This design comes from an exercise in tuning for small area, a short achievable clock period and few clock cycles per item on the open sky130 flow, not from production work. The RTL was checked by simulation tests, not by an equivalence proof against the original design.

==> flow/design.v <==
module div_lzc64 (
  input  logic [63:0] a,
  output logic [6:0]  n       
);
  logic [1:0] z2 [32];
  logic [2:0] z4 [16];
  logic [3:0] z8 [8];
  logic [4:0] z16[4];
  logic [5:0] z32[2];
  for (genvar i = 0; i < 32; i++) begin : g2
    wire h = a[2*i+1], l = a[2*i];
    assign z2[i] = h ? 2'd0 : (l ? 2'd1 : 2'd2);
  end
  for (genvar i = 0; i < 16; i++) begin : g4
    wire [1:0] h = z2[2*i+1], l = z2[2*i];
    assign z4[i] = h[1] ? {l[1], ~l[1], l[0]} : {1'b0, h};
  end
  for (genvar i = 0; i < 8; i++) begin : g8
    wire [2:0] h = z4[2*i+1], l = z4[2*i];
    assign z8[i] = h[2] ? {l[2], ~l[2], l[1:0]} : {1'b0, h};
  end
  for (genvar i = 0; i < 4; i++) begin : g16
    wire [3:0] h = z8[2*i+1], l = z8[2*i];
    assign z16[i] = h[3] ? {l[3], ~l[3], l[2:0]} : {1'b0, h};
  end
  for (genvar i = 0; i < 2; i++) begin : g32
    wire [4:0] h = z16[2*i+1], l = z16[2*i];
    assign z32[i] = h[4] ? {l[4], ~l[4], l[3:0]} : {1'b0, h};
  end
  assign n = z32[1][5] ? {z32[0][5], ~z32[0][5], z32[0][4:0]} : {1'b0, z32[1]};
endmodule
module div#(
  parameter WIDTH = 64
)(
  input                     i_clk         ,
  input                     i_rst_n       ,
  input                     i_flush       ,
  input                     i_divw        ,
  input                     i_start       ,
  output                    o_busy        ,
  output logic              o_end_valid   ,
  input                     i_end_ready   ,
  input                     i_signed      ,
  input  logic [WIDTH-1:0]  i_dividend    ,
  input  logic [WIDTH-1:0]  i_divisor     ,
  output logic [WIDTH-1:0]  o_quotient    ,
  output logic [WIDTH-1:0]  o_remainder
);
  localparam WB = 68;          
  localparam WT = WB + 1;      
  logic       busy_r, prep_r, iter_r, fix_r;
  logic [5:0] cnt;
  logic       last;
  logic       w_r, sx_r, sd_r, sq_r;
  logic [63:0]   rem_r;      
  logic [WB-1:0] b_r;        
  logic [63:0]   quo_r;
  assign o_busy      = busy_r;
  assign o_quotient  = quo_r;
  assign o_remainder = rem_r;
  wire [63:0] x_in = i_divw ? {{32{i_signed & i_dividend[31]}}, i_dividend[31:0]} : i_dividend;
  wire [63:0] d_in = i_divw ? {{32{i_signed & i_divisor [31]}}, i_divisor [31:0]} : i_divisor;
  wire [63:0] draw = b_r[63:0];
  wire        dz = ~|draw;
  wire [63:0] xa = rem_r ^ {sx_r, rem_r[63:1]};
  wire [63:0] da = draw  ^ {sd_r, draw[63:1]};
  logic [6:0] lzx, lzd;
  div_lzc64 u_lzx (.a(xa), .n(lzx));
  div_lzc64 u_lzd (.a(da), .n(lzd));
  wire [8:0]  s_ub = {2'b0, lzd} - {2'b0, lzx} + {8'b0, sx_r};
  wire        q_zero = s_ub[8];             
  wire [6:0]  s_use  = s_ub[6:0] | 7'd1;    
  wire [WB-1:0] nd_sh = (b_r << s_use) ^ {WB{~sd_r}};
  wire [WB-1:0] b1 = {b_r[WB-1], b_r[WB-1:1]};
  wire [WT-1:0] t0 = {{(WT-64){1'b0}}, rem_r} + {b_r[WB-1], b_r} + {{(WT-1){1'b0}}, ~sd_r};
  wire          a0 = ~t0[WT-1];
  wire [63:0]   r1 = a0 ? t0[63:0] : rem_r;
  wire [WT-1:0] t1 = {{(WT-64){1'b0}}, r1} + {b1[WB-1], b1} + {{(WT-1){1'b0}}, ~sd_r};
  wire          a1 = ~t1[WT-1];
  wire [63:0]   r2 = a1 ? t1[63:0] : r1;
  wire        neg_q = last & sq_r;
  wire        ext   = last & w_r;
  wire [63:0] q_neg = ~quo_r + 64'd1;
  wire [63:0] q_it  = ~neg_q ? {quo_r[61:0], a0, a1} :
                      a1     ? {~quo_r[61:0], ~a0, 1'b1} :
                      a0     ? {~quo_r[61:0], 2'b10} : {q_neg[61:0], 2'b00};
  wire [63:0] r_ext = ext ? {{32{r2[31]}}, r2[31:0]} : r2;
  wire [63:0] q_ext = ext ? {{32{q_it[31]}}, q_it[31:0]} : q_it;
  wire [63:0] r_neg = ~rem_r + 64'd1;
  wire [63:0] r_fix = w_r ? {{32{r_neg[31]}}, r_neg[31:0]} : r_neg;
  wire        short = dz | q_zero;
  wire [63:0] r_short = w_r ? {{32{rem_r[31]}}, rem_r[31:0]} : rem_r;
  wire [63:0] r_abs   = sx_r ? r_neg : rem_r;
  always_ff @(posedge i_clk or negedge i_rst_n) begin
    if (!i_rst_n) begin
      busy_r      <= 1'b0;
      prep_r      <= 1'b0;
      iter_r      <= 1'b0;
      fix_r       <= 1'b0;
      o_end_valid <= 1'b0;
    end else if (i_flush) begin
      busy_r      <= 1'b0;
      prep_r      <= 1'b0;
      iter_r      <= 1'b0;
      fix_r       <= 1'b0;
      o_end_valid <= 1'b0;
    end else begin
      prep_r <= i_start;
      if (i_start) busy_r <= 1'b1;
      else if (o_end_valid & i_end_ready) busy_r <= 1'b0;
      if (prep_r) iter_r <= ~short;
      else if (iter_r & last) iter_r <= 1'b0;
      fix_r <= iter_r & last & sx_r;
      if ((prep_r & short) | (iter_r & last & ~sx_r) | fix_r) o_end_valid <= 1'b1;
      else if (i_end_ready) o_end_valid <= 1'b0;
    end
  end
  always_ff @(posedge i_clk) begin
    if (!busy_r) begin
      rem_r <= x_in;
      w_r   <= i_divw;
      sx_r  <= i_signed & x_in[63];
      sd_r  <= i_signed & d_in[63];
      sq_r  <= i_signed & (x_in[63] ^ d_in[63]);
    end else if (prep_r) begin
      rem_r <= short ? r_short : r_abs;
      quo_r <= {64{dz}};
      cnt   <= s_use[6:1];
      last  <= (s_use[6:1] == 6'd0);
    end else if (iter_r) begin
      rem_r <= r_ext;
      quo_r <= q_ext;
      cnt   <= cnt - 6'd1;
      last  <= (cnt == 6'd1);
    end else if (fix_r) begin
      rem_r <= r_fix;
    end
  end
  always_ff @(posedge i_clk) begin
    if (!busy_r)     b_r <= {{(WB-64){i_signed & d_in[63]}}, d_in};
    else if (prep_r) b_r <= nd_sh;
    else             b_r <= {{2{b_r[WB-1]}}, b_r[WB-1:2]};
  end
endmodule
export LEC_CHECK = 0
export CAP_MARGIN = 20
export CORE_MARGIN = 2
export CORE_UTILIZATION = 50
export PLACE_DENSITY = 0.65
export SLEW_MARGIN = 20
create_clock -name core_clock -period 20.0 [get_ports {i_clk}]
standard.sh (not shown) runs the stock make flow with config.mk's settings and CLKGATE_MAP_FILE= SYNTH_SCRIPT=/design/flow/synth_recipe.tcl, a recipe that flattens the netlist after the stock synthesis.
==> flow/flow/run.sh <==
#!/bin/bash
set -euo pipefail
bash standard.sh SETUP_SLACK_MARGIN=13 finish > standard_flow.log 2>&1
Testbench counts at the start, summed over its fixed seeds: cycles 6,959, items 900.
Next try:
CORE_UTILIZATION = 45   (was 50)
PLACE_DENSITY = 0.6   (was 0.65)
After rerunning: Core utilization decreases by 5.3 points. Synthesized cell count is unchanged. Wire length increases by 4.5%.

separate check: timing with driven ports:
In the flow no input, the clock included, has a driving cell. The finished layouts below were timed again as built, in two steps.
Step 1, drivers: a clkbuf_16 drives i_clk and a buf_2 each remaining input, both assumed.
Step 2 adds t to the input delays and takes it off the output delays; t is the mean of the earliest and latest rising clock arrival at the registers after step 1. Input paths then give back, and output paths get back, about the clock's delay inside the block.
Slacks: no drivers / after step 1 / after step 2; pairs: no drivers / after step 1.
run	shift t [ns]	slack for setup (ns)	clock arrival spread, ns	cell pins on the clock port's net
the first run	0.697	13.077 / 13.077 / 13.077	0.029 / 0.029	1
the second run	0.682	13.031 / 13.031 / 13.031	0.020 / 0.020	1
After both steps every run listed still meets setup and hold.
